From an optimization exercise on the open Yosys and OpenROAD flow, aimed at small area, a short achievable clock period and few clock cycles per item; shortcuts taken in it are not production practice.
In this exercise RTL edits were held to simulation tests only and were not proved equivalent to the original.
Power and IR drop assume default switching activity.

Setup of before:
// mul
module mul (
    input wire clk,
    input wire reset,
    input wire rd_en,
    input wire wr_en,
    input wire [31:0] wr_data_1,
    input wire [31:0] wr_data_2,
    output wire [63:0] rd_data,
    output reg wr_ready,
    output reg rd_ready,
    output reg rd_val
);
For scale: about 3,200 cells after synthesis, ~390 flip-flops, ~36,000 sq um of cells after synthesis.
==> flow/config.mk <==
export PLATFORM = sky130hd
export DESIGN_NAME = mul
export DESIGN_NICKNAME = mul
export VERILOG_FILES = /design/flow/design.v
export SDC_FILE = /design/flow/constraint.sdc
export NUM_CORES = 4
export LEC_CHECK = 0
export ABC_AREA = 1
export CAP_MARGIN = 5
export CORE_MARGIN = 2
export CORE_UTILIZATION = 40
export CTS_CLUSTER_DIAMETER = 110
export CTS_CLUSTER_SIZE = 22
export SLEW_MARGIN = 5
export SYNTH_HIERARCHICAL = 1
==> flow/constraint.sdc <==
create_clock -name core_clock -period 11.0 [get_ports {clk}]
set_input_delay 2.2000 -clock core_clock [delete_from_list [all_inputs] [get_ports {clk}]]
set_output_delay 2.2000 -clock core_clock [all_outputs]
set_load 0.01 [all_outputs]
standard.sh (not shown) runs the stock make flow with config.mk's settings and CLKGATE_MAP_FILE= SYNTH_SCRIPT=/design/flow/synth_recipe.tcl, a recipe that flattens the netlist after the stock synthesis.
==> flow/flow/run.sh <==
#!/bin/bash
set -euo pipefail
MARGIN=7.5
bash standard.sh SETUP_SLACK_MARGIN=$MARGIN \
  "BUFFER_PORTS_ARGS=-buffer_cell sky130_fd_sc_hd__buf_2" \
  finish > standard_flow.log 2>&1
Testbench counts of before, summed over its fixed seeds: cycles 536, items 512.
[inputs] after vs before
Settings: an added PLACE_DENSITY of 0.5; a change of SLEW_MARGIN from 5 to 20; a change of CAP_MARGIN from 5 to 20.
==> comparison <==
after completed every stage of the flow, and the final layout passed the timing, design-rule and antenna checks. Comparing routed length on met1 for after and before, the smaller number came from before. Delta (after minus before): total wire length after detailed routing saw an increase, final worst slack dropped 12 ps, total via count after detailed routing saw little to no change, design area increased by about 0.9% relative to the old numbers. On multi-input logic area, before tracks after almost exactly. Re static leakage power: before was lower than after. The highest routing layer actually used comes out met4 in one run and met5 in the other, namely in before and after respectively. In the flow results for after and before, the utilization is larger on after.


mul, a different RTL version from the one above (not shown whole).
Size in the first run: about 3200 cells after synthesis, about 390 flip-flops, ~140 I/O pins.
Settings: LEC_CHECK=0, ABC_AREA=1, CAP_MARGIN=20, CORE_MARGIN=2, CORE_UTILIZATION=40, CTS_CLUSTER_DIAMETER=110, CTS_CLUSTER_SIZE=22, SLEW_MARGIN=20, SYNTH_HIERARCHICAL=1; clock period 11.0 ns.
Scripts as last shown in full above: flow/flow/run.sh
The baseline passed the timing, design-rule and antenna checks.
Testbench counts at the start, summed over its fixed seeds: cycles 536, items 512.
Edit:
CTS_CLUSTER_DIAMETER = unset   (was 110)
CTS_CLUSTER_SIZE = unset   (was 22)
After rerunning:
- worst setup slack loses 5.8 ps
- count of clock-buffer cells in the layout grows by 24
- core utilization grows by 0.88 points
- total power grows by 4.4%
- wire length grows by 0.74%
- worst hold slack loses 3.8 ps
- final area grows by 2.0%
- non-clock buffer count is unchanged
- clock skew shrinks by 23 ps
Edit:
CTS_BUF_LIST = sky130_fd_sc_hd__clkbuf_8   (was unset)
CTS_CLUSTER_SIZE = 24   (was unset)
After rerunning:
- The changed run finished with timing, DRC and antenna clean
- cell area is about the same
- utilization barely changes
- routed wire length rose by 0.65%
- maximum frequency falls by about 1%
- clock-buffer cell count grows by 17
- first-iteration DRC count went up by about 9%
- register-to-register slack gets worse by 30 ps
- power is lower by 0.68%


Setup of harbor:
RTL: one of the versions met above, not the one the previous note started from.
Size in the first run: roughly 3,200 cells after synthesis, about 390 flip-flops, roughly 0.036 sq mm of cells after synthesis.
clock: 11.0 ns
lec_check: 0
abc_area: 1
cap_margin: 20
core_margin: 2
core_utilization: 40
cts_cluster_diameter: 110
cts_cluster_size: 22
slew_margin: 20
synth_hierarchical: 1
Scripts as last shown in full above: flow/flow/run.sh
Testbench counts of harbor, summed over its fixed seeds: cycles 536, items 512.
Changes in quartz relative to harbor:
- changing CTS_CLUSTER_DIAMETER from 110 to 120
- changing CTS_CLUSTER_SIZE from 22 to 26
Notes after the runs:
- Looking at launching instance or port of the critical path, the e2_n[9] result is from quartz; the a1_n[19] one comes from harbor.
- harbor vs quartz, top layer reached by signal wires: met4 vs met5
- quartz against harbor: worst hold slack shows no meaningful change; net total in the final layout has remained practically unchanged.
- Going from harbor to quartz, maximum frequency from static timing analysis fell about 1.2%, clock network fraction of total power fell by 0.8 points, shortest period the worst path allows has increased.
- Row number of clock buffers in the layout: quartz lower / harbor higher
- quartz and harbor ended up with nearly the same via count.
- NOTE global-route wire length before repair harbor->quartz decreased slightly
Changes in juniper relative to quartz:
- CTS_CLUSTER_SIZE changed from 26 to 22
- CTS_CLUSTER_DIAMETER changed from 120 to 110
==> flow/flow/run.sh <==
#!/bin/bash
set -euo pipefail
MARGIN=7.44
bash standard.sh SETUP_SLACK_MARGIN=$MARGIN \
  "BUFFER_PORTS_ARGS=-buffer_cell sky130_fd_sc_hd__buf_2" \
  finish > standard_flow.log 2>&1
### Flow results
- Comparing clock distribution area overhead in the final layout for quartz and juniper, the smaller number came from quartz.
- Lower ratio of final minimum period to clock period among quartz and juniper: quartz
- On met2 track demand over resource in global routing, quartz and juniper are neck and neck.
- Any difference in met1 global-route usage between juniper and quartz is small enough to ignore.
- Compared with quartz, in juniper switching part of the total closely matched the old numbers; global-route usage flat; power down 1.1%; hold slack did not really move.
- Compared juniper vs quartz, and power share of the sequential group is up in juniper.


Setup of lane 1:
mul again, from the RTL that the note above started with.
Design mul, start of the top module:
module mul (
    input wire clk,
    input wire reset,
    input wire rd_en,
    input wire wr_en,
    input wire [31:0] wr_data_1,
    input wire [31:0] wr_data_2,
    output wire [63:0] rd_data,
    output reg wr_ready,
    output reg rd_ready,
    output reg rd_val
);
export LEC_CHECK = 0
export ABC_AREA = 1
export CAP_MARGIN = 20
export CORE_MARGIN = 2
export CORE_UTILIZATION = 40
export CTS_CLUSTER_DIAMETER = 100
export CTS_CLUSTER_SIZE = 20
export SLEW_MARGIN = 20
export SYNTH_HIERARCHICAL = 1
create_clock -name core_clock -period 11.0 [get_ports {clk}]
==> flow/flow/run.sh <==
#!/bin/bash
set -euo pipefail
MARGIN=7.5
bash standard.sh SETUP_SLACK_MARGIN=$MARGIN \
  "BUFFER_PORTS_ARGS=-buffer_cell sky130_fd_sc_hd__buf_2" \
  finish > standard_flow.log 2>&1
Per the final summary, lane 1 finished and its layout is clean on timing, DRC and antenna.
Testbench counts of lane 1, summed over its fixed seeds: cycles 536, items 512.
## Diff of input files: lane 4 against lane 1
Settings: a change of CTS_CLUSTER_SIZE from 20 to 22; a change of CTS_CLUSTER_DIAMETER from 100 to 110.
==> flow/flow/run.sh <==
#!/bin/bash
set -euo pipefail
MARGIN=7.56
bash standard.sh SETUP_SLACK_MARGIN=$MARGIN \
  "BUFFER_PORTS_ARGS=-buffer_cell sky130_fd_sc_hd__buf_2" \
  finish > standard_flow.log 2>&1
## What came out
Row clock period minus worst slack: lane 4 lower / lane 1 higher
Delta (lane 4 minus lane 1): worst setup slack moved up, combinational power level.

==> static timing again, ports no longer ideal <==
The flow's constraints put no driver on any port. The routed layouts listed below were extracted and timed again, unchanged, in two steps. Step 1 assumes that a clkbuf_16 drives the clock port and a buf_2 every other input. Step 2, shift: input delay + t, output delay - t, t = (earliest + latest rising clock arrival at the registers) / 2. This alone moves slack from input paths to output paths. Slacks: ideal / step 1 / step 2; pairs: ideal / step 1.
| run | shift t [ns] | setup WS [ns] | worst setup path after step 2 |
|---|---|---|---|
| before | 0.655 | 7.517 / 7.517 / 6.969 | input to register |
| after | 0.684 | 7.505 / 7.505 / 6.998 | input to register |
| the first run of note 2 | 0.659 | 7.510 / 7.468 / 7.114 | input to register |
| the second run of note 2 | 0.664 | 7.504 / 7.488 / 7.048 | input to register |
| the third run of note 2 | 0.732 | 7.470 / 7.470 / 7.005 | input to register |
| harbor | 0.653 | 7.537 / 7.537 / 7.040 | input to register |
| quartz | 0.651 | 7.496 / 7.496 / 7.051 | input to register |
| juniper | 0.656 | 7.441 / 7.418 / 7.026 | input to register |
| lane 1 | 0.658 | 7.509 / 7.509 / 7.047 | input to register |
| lane 4 | 0.653 | 7.549 / 7.539 / 7.168 | input to register |
After both steps setup and hold are still met in every run listed. The setup slack of before, which loses most, moves by 0.000 ns with the drivers and by -0.548 ns with both steps.
